Background: an optimization exercise with open tools, aiming at small area. Do not read the settings as production practice.
In this exercise RTL edits were held to simulation tests only and were not proved equivalent to the original.

==> trial 79 <==
==> flow/design.v (excerpt) <==
module money_clicker(clk, rst, key_data, key_valid, tick, money, asset, HEX0, HEX1, HEX2, HEX3, HEX4, HEX5);
==> module hexDecoder, before the edit <==
module hexDecoder(input [2:0] c, input e, output [6:0] h);
	assign h[0] = (~e & ~c[0] & c[1]) | (e & ~c[0] & ~c[1]);
	assign h[1] = (~e & c[0] & c[1]) | (e & ~c[0] & c[1]);
	assign h[2] = (~e & c[0] & ~c[1] & ~c[2]);
	assign h[3] = (~e & ~c[0] & c[1]) | (e & ~c[0] & ~c[1]) | (e & c[0] & c[1]) | (e & c[2]);
	assign h[4] = (e) | (~c[0] & c[1]);
	assign h[5] = (e & ~c[0] & ~c[1]) | (e & c[0] & c[1]) | (c[0] & ~c[1] & ~c[2]);
	assign h[6] = (e & c[0] & c[1]) | (~c[0] & ~c[1]);
endmodule
==> module dcell, before the edit <==
module dcell(input [2:0] c, input e, output [2:0] q, output co);
	assign q[0] = (~e & c[1]) | (e & ~c[1]) | (c[2]);
	assign q[1] = (~e & c[0] & ~c[1]) | (e & c[0] & ~c[2]);
	assign q[2] = (~e & ~c[0] & c[1]) | (e & c[2]);
	assign co = (e & c[1]) | (c[0] & c[1]) | (c[2]);
endmodule
Settings: LEC_CHECK=0, ABC_AREA=1, CAP_MARGIN=20, CORE_MARGIN=2, CORE_UTILIZATION=65, CTS_BUF_LIST=sky130_fd_sc_hd__clkbuf_8, SLEW_MARGIN=20; clock period 25.0 ns.
standard.sh (not shown) runs the stock make flow with config.mk's settings and CLKGATE_MAP_FILE= SYNTH_SCRIPT=/design/flow/synth_recipe.tcl, a recipe that flattens the netlist after the stock synthesis.
==> flow/flow/run.sh <==
#!/bin/bash
# Standard synthesis, then the combinational logic re-mapped for area with a
# stronger ABC script (flip-flops untouched), then the standard layout.
set -euo pipefail
W=$PWD
R=$W/orfs/results/$FLOW_PLATFORM/money_clicker/base
bash standard.sh synth > $W/1_standard_synth.log 2>&1
cp $R/1_2_yosys.v $W/standard_netlist.v
export REOPT_LIB=$FLOW_HOME/platforms/$FLOW_PLATFORM/lib/sky130_fd_sc_hd__tt_025C_1v80.lib
export REOPT_DONT_USE="sky130_fd_sc_hd__probe_p_8 sky130_fd_sc_hd__probec_p_8 sky130_fd_sc_hd__lpflow_*"
export REOPT_IN=$W/standard_netlist.v
export REOPT_OUT=$W/reopt_netlist.v
export REOPT_TOP=$FLOW_TOP
export REOPT_SCRIPT=$W/flow/reopt.abc
export REOPT_STAT=$W/reopt_stat.txt
yosys -c $W/flow/reopt.tcl > $W/2_reopt_yosys.log 2>&1
if grep -q "lpflow\|probe" $REOPT_OUT; then echo "reopt used a dont-use cell" >&2; exit 1; fi
cp $REOPT_OUT $R/1_2_yosys.v
rm -f $R/1_synth.odb $R/1_synth.sdc
bash standard.sh "BUFFER_PORTS_ARGS=-buffer_cell sky130_fd_sc_hd__buf_1" "CTS_ARGS=-sink_clustering_enable -repair_clock_nets -dont_use_dummy_load -buf_list sky130_fd_sc_hd__clkbuf_8" finish > $W/3_standard_layout.log 2>&1
==> flow/flow/reopt.abc <==
&get -n
&st
&deepsyn -T 60
&dch -f
&nf -a -R 1000 -E 100
&put
==> flow/flow/reopt.tcl <==
# Re-map the combinational logic of the standard synthesis netlist for area.
# The flip-flops are kept as they are (same instances, names and cells).
yosys -import
set lib $::env(REOPT_LIB)
set dont_use {}
foreach c $::env(REOPT_DONT_USE) { lappend dont_use -dont_use $c }
# every cell as its logic function, except the sequential ones, which stay black boxes
read_liberty -ignore_miss_func $lib
delete sky130_fd_sc_hd__df* sky130_fd_sc_hd__ed* sky130_fd_sc_hd__sdf* sky130_fd_sc_hd__dl* sky130_fd_sc_hd__sdl* sky130_fd_sc_hd__sed*
read_liberty -lib -ignore_redef $lib
read_verilog $::env(REOPT_IN)
hierarchy -top $::env(REOPT_TOP)
flatten
opt_clean -purge
abc -script $::env(REOPT_SCRIPT) -liberty $lib {*}$dont_use
# the cells abc placed, as black boxes again (flatten dropped their modules)
read_liberty -lib -ignore_redef $lib
opt_clean -purge
splitnets
opt_clean -purge
hilomap -singleton -hicell sky130_fd_sc_hd__conb_1 HI -locell sky130_fd_sc_hd__conb_1 LO
insbuf -buf sky130_fd_sc_hd__buf_4 A X
check -assert -mapped
tee -o $::env(REOPT_STAT) stat -liberty $lib
write_verilog -noattr -nohex -nodec $::env(REOPT_OUT)
==> inputs of trial 49, as changes to trial 79 <==
--- a/flow/design.v
+++ b/flow/design.v
@@ -1,18 +1,18 @@
 `timescale 1ns / 1ns
 module hexDecoder(input [2:0] c, input e, output [6:0] h);
-	assign h[0] = (~e & ~c[0] & c[1]) | (e & ~c[0] & ~c[1]);
-	assign h[1] = (~e & c[0] & c[1]) | (e & ~c[0] & c[1]);
-	assign h[2] = (~e & c[0] & ~c[1] & ~c[2]);
-	assign h[3] = (~e & ~c[0] & c[1]) | (e & ~c[0] & ~c[1]) | (e & c[0] & c[1]) | (e & c[2]);
-	assign h[4] = (e) | (~c[0] & c[1]);
-	assign h[5] = (e & ~c[0] & ~c[1]) | (e & c[0] & c[1]) | (c[0] & ~c[1] & ~c[2]);
-	assign h[6] = (e & c[0] & c[1]) | (~c[0] & ~c[1]);
+	assign h[0] = (~e & ~c[0] & c[2]) | (e & ~c[0] & ~c[2]);
+	assign h[1] = (~e & c[0] & ~c[1] & c[2]) | (e & ~c[0] & c[2]);
+	assign h[2] = (~e & c[0] & ~c[2]);
+	assign h[3] = (~e & ~c[0] & c[2]) | (e & ~c[0] & ~c[2]) | (e & c[0] & c[2]);
+	assign h[4] = (e) | (~c[0] & c[2]);
+	assign h[5] = (e & c[0] & ~c[1]) | (e & ~c[2]) | (c[0] & ~c[2]);
+	assign h[6] = (e & c[0] & ~c[1] & c[2]) | (~c[0] & ~c[2]);
 endmodule
 `timescale 1ns / 1ns
 module dcell(input [2:0] c, input e, output [2:0] q, output co);
-	assign q[0] = (~e & c[1]) | (e & ~c[1]) | (c[2]);
-	assign q[1] = (~e & c[0] & ~c[1]) | (e & c[0] & ~c[2]);
-	assign q[2] = (~e & ~c[0] & c[1]) | (e & c[2]);
-	assign co = (e & c[1]) | (c[0] & c[1]) | (c[2]);
+	assign q[0] = (~e & c[2]) | (e & ~c[2]) | (c[1]);
+	assign q[1] = (~e & ~c[0] & c[2]) | (e & c[1]);
+	assign q[2] = (~e & ~c[0] & c[2]) | (e & c[0]) | (c[0] & ~c[2]) | (c[1]);
+	assign co = (e & c[2]) | (c[0] & c[2]);
 endmodule
 module binaryToBCD(input [21:0] bin, output [41:0] hex);
--- a/flow/flow/run.sh
+++ b/flow/flow/run.sh
@@ -18,3 +18,3 @@
 cp $REOPT_OUT $R/1_2_yosys.v
 rm -f $R/1_synth.odb $R/1_synth.sdc
-bash standard.sh "BUFFER_PORTS_ARGS=-buffer_cell sky130_fd_sc_hd__buf_1" "CTS_ARGS=-sink_clustering_enable -repair_clock_nets -dont_use_dummy_load -buf_list sky130_fd_sc_hd__clkbuf_8" finish > $W/3_standard_layout.log 2>&1
+bash standard.sh "BUFFER_PORTS_ARGS=-buffer_cell sky130_fd_sc_hd__buf_1" finish > $W/3_standard_layout.log 2>&1
==> summary.md <==
| Metric | Value |
|---|---|
| Fillers | `1,368` |
| Critical Path Start | `datapath.money[19]` |
| Worst reg2reg startpoint | `control.state[3]` |
| Clk tree area frac | `1.35%` |
| Metal2 WL | `8.96 mm` |
| DIE AREA | `15,000 sq um` |
| Post-DP HPWL | `15.8 mm` |
| Period utilisation layout | `64.4%` |
| Avg WL per Cell | `12.9 microns` |
| Non-CTS buffers | `100` |
| Met3 Use GR | `4.69%` |
| Peak Freq | `62.1 MHz` |
| Reg2reg path depth | `95` |
| Vias in the first global route | `7,808` |
| Total number of vias | `9,295` |
| Initial core utilization | `66.0%` |
| Outcome | `complete, no violations` |
the above is filed under trial 79

==> summary.md <==
| Metric | Value |
|---|---|
| Avg WL per Cell | `13.3 microns` |
| Peak Freq | `57.8 MHz` |
| DIE AREA | `15,100 sq um` |
| Worst reg2reg startpoint | `datapath.level[0]` |
| Fillers | `1,334` |
| Met3 Use GR | `4.28%` |
| Reg2reg path depth | `86` |
| Clk tree area frac | `2.18%` |
| Non-CTS buffers | `99` |
| Vias in the first global route | `8,302` |
| Outcome | `complete, no violations` |
the above is filed under trial 49


* * *

==> inputs of branch umber <==
Another version of the RTL of money_clicker (not shown whole).
==> module hexDecoder, before the edit <==
module hexDecoder(input [2:0] c, input e, output [6:0] h);
	assign h[0] = (~e & c[0] & c[1]) | (e & ~c[0] & ~c[2]);
	assign h[1] = (~e & ~c[1] & c[2]) | (e & c[0] & c[1]);
	assign h[2] = (~e & c[0] & ~c[1]);
	assign h[3] = (~e & c[0] & c[1]) | (e & ~c[0]);
	assign h[4] = (e) | (c[0] & c[1]);
	assign h[5] = (e & ~c[1]) | (c[0] & ~c[1]);
	assign h[6] = (e & ~c[0] & ~c[1]) | (~c[0] & ~c[2]);
endmodule
==> module dcell, before the edit <==
module dcell(input [2:0] c, input e, output [2:0] q, output co);
	assign q[0] = (~e & c[0] & ~c[1]) | (e & ~c[0] & ~c[1]) | (~c[1] & c[2]);
	assign q[1] = (~e & c[0]) | (e & c[2]);
	assign q[2] = (~e & c[1]) | (e & c[0] & ~c[1]) | (~c[0] & c[1]);
	assign co = (e & c[1]) | (c[2]);
endmodule
==> module logicDatapath, before the edit <==
module logicDatapath(clock, reset, pulse, hold, click, buy, upgradeClick, selection, selIndex, money, selectedAsset);
	input clock, reset, pulse, hold, click, buy, upgradeClick, selection;
	input [2:0] selIndex;
	output reg [39:0] money;
	output reg [2:0] selectedAsset;
	reg [29:0] rate;
	reg [4:0] level;
	reg [23:0] assetCost;
	reg [18:0] assetRate;
	always @(*) begin
		case (selectedAsset)
			3'd0: begin assetCost = 24'd10;       assetRate = 19'd1;      end
			3'd1: begin assetCost = 24'd40;       assetRate = 19'd5;      end
			3'd2: begin assetCost = 24'd250;      assetRate = 19'd15;     end
			3'd3: begin assetCost = 24'd2000;     assetRate = 19'd60;     end
			3'd4: begin assetCost = 24'd10000;    assetRate = 19'd800;    end
			3'd5: begin assetCost = 24'd100000;   assetRate = 19'd10000;  end
			3'd6: begin assetCost = 24'd1000000;  assetRate = 19'd50000;  end
			default: begin assetCost = 24'd10000000; assetRate = 19'd500000; end
		endcase
	end
	wire [29:0] clickRate;
	wire [29:0] clickCost;
	genvar i;
	generate for (i = 0; i < 30; i = i + 1) begin : oh
		assign clickRate[i] = (level == i);
	end endgenerate
	assign clickCost = {clickRate[28:0], 1'b0} | {clickRate[26:0], 3'b000};
	wire [29:0] cost = upgradeClick ? clickCost : {6'b0, assetCost};
	wire [40:0] geChain;
	assign geChain[0] = 1'b1;
	generate for (i = 0; i < 40; i = i + 1) begin : ge
		if (i < 30) begin : lo
			assign geChain[i+1] = (money[i] & ~cost[i]) | ((money[i] | ~cost[i]) & geChain[i]);
		end else begin : hi
			assign geChain[i+1] = money[i] | geChain[i];
		end
	end endgenerate
	wire enough = geChain[40];
	wire doClick = ~hold & click;
	wire doBuy = ~hold & buy & enough;
	wire subtract = ~hold & (buy | upgradeClick) & enough;
	wire doUpgrade = ~hold & upgradeClick & enough;
	wire doTick = ~hold & pulse & ~click & ~subtract;
	wire [29:0] addLow = ({30{doClick}} & clickRate) | ({30{subtract}} & ~cost) | ({30{doTick}} & rate);
	wire [39:0] addend = {{10{subtract}}, addLow};
	wire [39:0] sum;
	rippleAdder #(40) moneyAdder(money, addend, subtract, sum);
	wire [29:0] rateSum;
	rippleAdder #(30) rateAdder(rate, {11'b0, {19{doBuy}} & assetRate}, 1'b0, rateSum);
	always @(posedge clock) begin
		if (reset) begin
			money <= 40'd10;
			rate <= 30'd0;
			level <= 5'd0;
			selectedAsset <= 3'd0;
		end
		else begin
			money <= sum;
			rate <= rateSum;
			if (doUpgrade & ~&level)
				level <= level + 5'd1;
			if (~hold & selection)
				selectedAsset <= selIndex;
		end
	end
endmodule
export LEC_CHECK = 0
export ABC_AREA = 1
export CAP_MARGIN = 20
export CORE_MARGIN = 2
export CORE_UTILIZATION = 65
export CTS_BUF_LIST = sky130_fd_sc_hd__clkbuf_8
export SLEW_MARGIN = 20
create_clock -name core_clock -period 25.0 [get_ports {clk}]
==> flow/flow/run.sh <==
#!/bin/bash
# Standard synthesis, then the combinational logic re-mapped for area with a
# stronger ABC script (flip-flops untouched), then the standard layout.
# The re-mapping runs from eight random seeds, four at a time; the smallest result is used.
set -euo pipefail
W=$PWD
R=$W/orfs/results/$FLOW_PLATFORM/money_clicker/base
bash standard.sh synth > $W/1_standard_synth.log 2>&1
cp $R/1_2_yosys.v $W/standard_netlist.v
export REOPT_LIB=$FLOW_HOME/platforms/$FLOW_PLATFORM/lib/sky130_fd_sc_hd__tt_025C_1v80.lib
export REOPT_DONT_USE="sky130_fd_sc_hd__probe_p_8 sky130_fd_sc_hd__probec_p_8 sky130_fd_sc_hd__lpflow_*"
export REOPT_IN=$W/standard_netlist.v
export REOPT_TOP=$FLOW_TOP
SEEDS="0 3 6 9 12 15 18 21"
for batch in "0 3 6 9" "12 15 18 21"; do
  pids=()
  for S in $batch; do
    REOPT_SCRIPT=$W/flow/reopt_s$S.abc REOPT_OUT=$W/reopt_netlist_s$S.v REOPT_STAT=$W/reopt_stat_s$S.txt \
      yosys -c $W/flow/reopt.tcl > $W/2_reopt_yosys_s$S.log 2>&1 &
    pids+=($!)
  done
  for p in "${pids[@]}"; do wait $p || true; done
done
best=""; bestArea=""
for S in $SEEDS; do
  f=$W/reopt_stat_s$S.txt
  [[ -f $f && -f $W/reopt_netlist_s$S.v ]] || continue
  a=$(grep "Chip area" $f | awk '{print $NF}')
  if [[ -z "$best" ]] || awk -v a=$a -v b=$bestArea 'BEGIN{exit !(a<b)}'; then best=$S; bestArea=$a; fi
done
[[ -n "$best" ]] || { echo "no re-mapping finished" >&2; exit 1; }
echo "re-mapping used: seed $best, area $bestArea" > $W/reopt_choice.txt
REOPT_OUT=$W/reopt_netlist_s$best.v
if grep -q "lpflow\|probe" $REOPT_OUT; then echo "reopt used a dont-use cell" >&2; exit 1; fi
cp $REOPT_OUT $R/1_2_yosys.v
rm -f $R/1_synth.odb $R/1_synth.sdc
bash standard.sh "BUFFER_PORTS_ARGS=-buffer_cell sky130_fd_sc_hd__buf_1" "CTS_ARGS=-sink_clustering_enable -repair_clock_nets -dont_use_dummy_load -buf_list sky130_fd_sc_hd__clkbuf_8" finish > $W/3_standard_layout.log 2>&1
==> flow/flow/reopt_s0.abc <==
&get -n
&st
&deepsyn -T 60 -S 0
&deepsyn -T 60 -S 50
&put
strash
dch
amap -F 20 -A 20
==> flow/flow/reopt_s12.abc <==
&get -n
&st
&deepsyn -T 60 -S 12
&deepsyn -T 60 -S 62
&put
strash
dch
amap -F 20 -A 20
==> flow/flow/reopt_s15.abc <==
&get -n
&st
&deepsyn -T 60 -S 15
&deepsyn -T 60 -S 65
&put
strash
dch
amap -F 20 -A 20
==> flow/flow/reopt_s18.abc <==
&get -n
&st
&deepsyn -T 60 -S 18
&deepsyn -T 60 -S 68
&put
strash
dch
amap -F 20 -A 20
==> flow/flow/reopt_s21.abc <==
&get -n
&st
&deepsyn -T 60 -S 21
&deepsyn -T 60 -S 71
&put
strash
dch
amap -F 20 -A 20
==> flow/flow/reopt_s3.abc <==
&get -n
&st
&deepsyn -T 60 -S 3
&deepsyn -T 60 -S 53
&put
strash
dch
amap -F 20 -A 20
==> flow/flow/reopt_s6.abc <==
&get -n
&st
&deepsyn -T 60 -S 6
&deepsyn -T 60 -S 56
&put
strash
dch
amap -F 20 -A 20
==> flow/flow/reopt_s9.abc <==
&get -n
&st
&deepsyn -T 60 -S 9
&deepsyn -T 60 -S 59
&put
strash
dch
amap -F 20 -A 20
Scripts as last shown in full above: flow/flow/reopt.tcl
==> branch raven (differences from branch umber) <==
--- a/flow/design.v
+++ b/flow/design.v
@@ -2,9 +2,9 @@
 module hexDecoder(input [2:0] c, input e, output [6:0] h);
-	assign h[0] = (~e & c[0] & c[1]) | (e & ~c[0] & ~c[2]);
-	assign h[1] = (~e & ~c[1] & c[2]) | (e & c[0] & c[1]);
-	assign h[2] = (~e & c[0] & ~c[1]);
-	assign h[3] = (~e & c[0] & c[1]) | (e & ~c[0]);
-	assign h[4] = (e) | (c[0] & c[1]);
-	assign h[5] = (e & ~c[1]) | (c[0] & ~c[1]);
-	assign h[6] = (e & ~c[0] & ~c[1]) | (~c[0] & ~c[2]);
+	assign h[0] = (~e & ~c[0] & c[2]) | (e & ~c[0] & ~c[2]);
+	assign h[1] = (~e & c[0] & ~c[1] & c[2]) | (e & ~c[0] & c[2]);
+	assign h[2] = (~e & c[0] & ~c[2]);
+	assign h[3] = (~e & ~c[0] & c[2]) | (e & ~c[0] & ~c[2]) | (e & c[0] & c[2]);
+	assign h[4] = (e) | (~c[0] & c[2]);
+	assign h[5] = (e & c[0] & ~c[1]) | (e & ~c[2]) | (c[0] & ~c[2]);
+	assign h[6] = (e & c[0] & ~c[1] & c[2]) | (~c[0] & ~c[2]);
 endmodule
@@ -12,6 +12,6 @@
 module dcell(input [2:0] c, input e, output [2:0] q, output co);
-	assign q[0] = (~e & c[0] & ~c[1]) | (e & ~c[0] & ~c[1]) | (~c[1] & c[2]);
-	assign q[1] = (~e & c[0]) | (e & c[2]);
-	assign q[2] = (~e & c[1]) | (e & c[0] & ~c[1]) | (~c[0] & c[1]);
-	assign co = (e & c[1]) | (c[2]);
+	assign q[0] = (~e & c[2]) | (e & ~c[2]) | (c[1]);
+	assign q[1] = (~e & ~c[0] & c[2]) | (e & c[1]);
+	assign q[2] = (~e & ~c[0] & c[2]) | (e & c[0]) | (c[0] & ~c[2]) | (c[1]);
+	assign co = (e & c[2]) | (c[0] & c[2]);
 endmodule
@@ -289,19 +289,26 @@
 	assign clickCost = {clickRate[28:0], 1'b0} | {clickRate[26:0], 3'b000};
-	wire [29:0] cost = upgradeClick ? clickCost : {6'b0, assetCost};
-	wire [40:0] geChain;
-	assign geChain[0] = 1'b1;
-	generate for (i = 0; i < 40; i = i + 1) begin : ge
-		if (i < 30) begin : lo
-			assign geChain[i+1] = (money[i] & ~cost[i]) | ((money[i] | ~cost[i]) & geChain[i]);
-		end else begin : hi
-			assign geChain[i+1] = money[i] | geChain[i];
-		end
+	wire [40:0] above;    
+	assign above[40] = 1'b0;
+	generate for (i = 39; i >= 0; i = i - 1) begin : sfx
+		assign above[i] = above[i+1] | money[i];
 	end endgenerate
-	wire enough = geChain[40];
+	reg enoughClick;
+	integer j;
+	always @(*) begin
+		enoughClick = 1'b0;
+		for (j = 0; j <= 26; j = j + 1)
+			if (level == j)
+				enoughClick = above[j+4] | (money[j+3] & (money[j+2] | money[j+1]));
+		if (level == 27) enoughClick = above[28];
+		if (level == 28) enoughClick = above[29];
+		if (level >= 29) enoughClick = 1'b1;
+	end
+	wire enoughMoney = above[24] | (money[23:0] >= assetCost);
 	wire doClick = ~hold & click;
-	wire doBuy = ~hold & buy & enough;
-	wire subtract = ~hold & (buy | upgradeClick) & enough;
-	wire doUpgrade = ~hold & upgradeClick & enough;
-	wire doTick = ~hold & pulse & ~click & ~subtract;
-	wire [29:0] addLow = ({30{doClick}} & clickRate) | ({30{subtract}} & ~cost) | ({30{doTick}} & rate);
+	wire doBuy = ~hold & buy & enoughMoney;
+	wire doUpgrade = ~hold & upgradeClick & enoughClick;
+	wire doTick = ~hold & pulse & ~click & ~(buy & enoughMoney) & ~(upgradeClick & enoughClick);
+	wire subtract = doBuy | doUpgrade;
+	wire [29:0] addLow = ({30{doClick}} & clickRate) | ({30{doBuy}} & ~{6'b0, assetCost}) |
+	                     ({30{doUpgrade}} & ~clickCost) | ({30{doTick}} & rate);
 	wire [39:0] addend = {{10{subtract}}, addLow};
==> flow/flow/run.sh (replaced) <==
#!/bin/bash
# Standard synthesis, then the combinational logic re-mapped for area with a
# stronger ABC script (flip-flops untouched), then the standard layout.
set -euo pipefail
W=$PWD
R=$W/orfs/results/$FLOW_PLATFORM/money_clicker/base
bash standard.sh synth > $W/1_standard_synth.log 2>&1
cp $R/1_2_yosys.v $W/standard_netlist.v
export REOPT_LIB=$FLOW_HOME/platforms/$FLOW_PLATFORM/lib/sky130_fd_sc_hd__tt_025C_1v80.lib
export REOPT_DONT_USE="sky130_fd_sc_hd__probe_p_8 sky130_fd_sc_hd__probec_p_8 sky130_fd_sc_hd__lpflow_*"
export REOPT_IN=$W/standard_netlist.v
export REOPT_OUT=$W/reopt_netlist.v
export REOPT_TOP=$FLOW_TOP
export REOPT_SCRIPT=$W/flow/reopt.abc
export REOPT_STAT=$W/reopt_stat.txt
yosys -c $W/flow/reopt.tcl > $W/2_reopt_yosys.log 2>&1
if grep -q "lpflow\|probe" $REOPT_OUT; then echo "reopt used a dont-use cell" >&2; exit 1; fi
cp $REOPT_OUT $R/1_2_yosys.v
rm -f $R/1_synth.odb $R/1_synth.sdc
bash standard.sh > $W/3_standard_layout.log 2>&1
==> flow/flow/reopt.abc (new file) <==
&get -n
&st
&deepsyn -T 60
&dch -f
&nf -a -R 1000 -E 100
&put
--- a/flow/config.mk
+++ b/flow/config.mk
@@ -11,3 +11,2 @@
 export CORE_UTILIZATION = 65
-export CTS_BUF_LIST = sky130_fd_sc_hd__clkbuf_8
 export SLEW_MARGIN = 20
removed: flow/flow/reopt_s0.abc
removed: flow/flow/reopt_s12.abc
removed: flow/flow/reopt_s15.abc
removed: flow/flow/reopt_s18.abc
removed: flow/flow/reopt_s21.abc
removed: flow/flow/reopt_s3.abc
removed: flow/flow/reopt_s6.abc
removed: flow/flow/reopt_s9.abc
==> branch cedar (differences from branch umber) <==
--- a/flow/design.v
+++ b/flow/design.v
@@ -2,9 +2,9 @@
 module hexDecoder(input [2:0] c, input e, output [6:0] h);
-	assign h[0] = (~e & c[0] & c[1]) | (e & ~c[0] & ~c[2]);
-	assign h[1] = (~e & ~c[1] & c[2]) | (e & c[0] & c[1]);
-	assign h[2] = (~e & c[0] & ~c[1]);
-	assign h[3] = (~e & c[0] & c[1]) | (e & ~c[0]);
-	assign h[4] = (e) | (c[0] & c[1]);
-	assign h[5] = (e & ~c[1]) | (c[0] & ~c[1]);
-	assign h[6] = (e & ~c[0] & ~c[1]) | (~c[0] & ~c[2]);
+	assign h[0] = (~e & ~c[0] & c[1]) | (e & ~c[0] & ~c[1]);
+	assign h[1] = (~e & c[0] & c[1]) | (e & ~c[0] & c[1]);
+	assign h[2] = (~e & c[0] & ~c[1] & ~c[2]);
+	assign h[3] = (~e & ~c[0] & c[1]) | (e & ~c[0] & ~c[1]) | (e & c[0] & c[1]) | (e & c[2]);
+	assign h[4] = (e) | (~c[0] & c[1]);
+	assign h[5] = (e & ~c[0] & ~c[1]) | (e & c[0] & c[1]) | (c[0] & ~c[1] & ~c[2]);
+	assign h[6] = (e & c[0] & c[1]) | (~c[0] & ~c[1]);
 endmodule
@@ -12,6 +12,6 @@
 module dcell(input [2:0] c, input e, output [2:0] q, output co);
-	assign q[0] = (~e & c[0] & ~c[1]) | (e & ~c[0] & ~c[1]) | (~c[1] & c[2]);
-	assign q[1] = (~e & c[0]) | (e & c[2]);
-	assign q[2] = (~e & c[1]) | (e & c[0] & ~c[1]) | (~c[0] & c[1]);
-	assign co = (e & c[1]) | (c[2]);
+	assign q[0] = (~e & c[1]) | (e & ~c[1]) | (c[2]);
+	assign q[1] = (~e & c[0] & ~c[1]) | (e & c[0] & ~c[2]);
+	assign q[2] = (~e & ~c[0] & c[1]) | (e & c[2]);
+	assign co = (e & c[1]) | (c[0] & c[1]) | (c[2]);
 endmodule
==> flow/flow/run.sh (replaced) <==
#!/bin/bash
# Standard synthesis, then the combinational logic re-mapped for area with a
# stronger ABC script (flip-flops untouched), then the standard layout.
set -euo pipefail
W=$PWD
R=$W/orfs/results/$FLOW_PLATFORM/money_clicker/base
bash standard.sh synth > $W/1_standard_synth.log 2>&1
cp $R/1_2_yosys.v $W/standard_netlist.v
export REOPT_LIB=$FLOW_HOME/platforms/$FLOW_PLATFORM/lib/sky130_fd_sc_hd__tt_025C_1v80.lib
export REOPT_DONT_USE="sky130_fd_sc_hd__probe_p_8 sky130_fd_sc_hd__probec_p_8 sky130_fd_sc_hd__lpflow_*"
export REOPT_IN=$W/standard_netlist.v
export REOPT_OUT=$W/reopt_netlist.v
export REOPT_TOP=$FLOW_TOP
export REOPT_SCRIPT=$W/flow/reopt.abc
export REOPT_STAT=$W/reopt_stat.txt
yosys -c $W/flow/reopt.tcl > $W/2_reopt_yosys.log 2>&1
if grep -q "lpflow\|probe" $REOPT_OUT; then echo "reopt used a dont-use cell" >&2; exit 1; fi
cp $REOPT_OUT $R/1_2_yosys.v
rm -f $R/1_synth.odb $R/1_synth.sdc
bash standard.sh "BUFFER_PORTS_ARGS=-buffer_cell sky130_fd_sc_hd__buf_1" "CTS_ARGS=-sink_clustering_enable -repair_clock_nets -dont_use_dummy_load -buf_list sky130_fd_sc_hd__clkbuf_8" finish > $W/3_standard_layout.log 2>&1
==> flow/flow/reopt.abc (new file) <==
&get -n
&st
&deepsyn -T 60
&put
strash
dch
amap -F 20 -A 20
removed: flow/flow/reopt_s0.abc
removed: flow/flow/reopt_s12.abc
removed: flow/flow/reopt_s15.abc
removed: flow/flow/reopt_s18.abc
removed: flow/flow/reopt_s21.abc
removed: flow/flow/reopt_s3.abc
removed: flow/flow/reopt_s6.abc
removed: flow/flow/reopt_s9.abc
==> results.txt <==
                                                                      branch raven             branch umber             branch cedar
M1 WL                                                                      10.8 mm                  10.3 mm                  9.62 mm
Cell count after synthesis                                                    1434                     1368                     1423
Inserted tap cell count                                                        184                      172                      176
Final worst clock skew                                                  0.00805 ns                0.0379 ns                0.0227 ns
Count of TritonRoute iterations in the first routing pass                        6                        8                        6
Ratio of cells with drive above 1 in the final layout                        7.55%                    1.22%                    1.24%
Most Frequent Cell on Critical Path                                         o21a_1                   a21o_1                  o21ai_0
Post-Place Worst Slack                                                    -1.01 ns                 10.14 ns                  8.71 ns
Final setup slack of the worst path                                       0.981 ns                  9.80 ns                  8.18 ns
Met3 WL post-DR                                                            1.14 mm                  1.73 mm                  1.01 mm
Area taken by multi-input logic gates                                   7460 sq um               5600 sq um               5790 sq um
Met1 track demand over resource in global routing                            37.1%                    43.9%                    36.6%
Status                                                     complete, no violations  complete, no violations  complete, no violations
Max transition margin                                                        47.0%                    46.0%                    29.8%
Sequential share of cell area                                                15.3%                    19.9%                    19.2%
Multi-input logic portion of the cell area                                   67.5%                    66.1%                    66.2%
Post-synthesis to final-layout area growth                                   14.9%                    1.17%                    1.19%

==> port drivers added, routing unchanged <==
The flow's constraints put no driver on any port. The routed layouts listed below were extracted and timed again, unchanged, in two steps.
Step 1 (the two cells are an assumption about what drives the block):
set clk [get_ports {clk}]
set_driving_cell -lib_cell sky130_fd_sc_hd__clkbuf_16 $clk
set_driving_cell -lib_cell sky130_fd_sc_hd__buf_2 [delete_from_list [all_inputs] $clk]
Step 2, shift: input delay + t, output delay - t, t = (earliest + latest rising clock arrival at the registers) / 2. This alone moves slack from input paths to output paths.
Slacks: ideal / step 1 / step 2; pairs: ideal / step 1.
run	t, ns	setup WS [ns]	worst setup path after step 2
trial 79	0.399	8.905 / 8.870 / 9.269	register to output
trial 49	0.397	7.711 / 7.674 / 8.071	register to output
branch umber	0.382	9.796 / 9.796 / 9.796	register to register
branch raven	0.387	0.981 / 0.981 / 0.981	register to register
branch cedar	0.394	8.181 / 8.146 / 8.540	register to output
After both steps setup and hold are still met in every run listed.
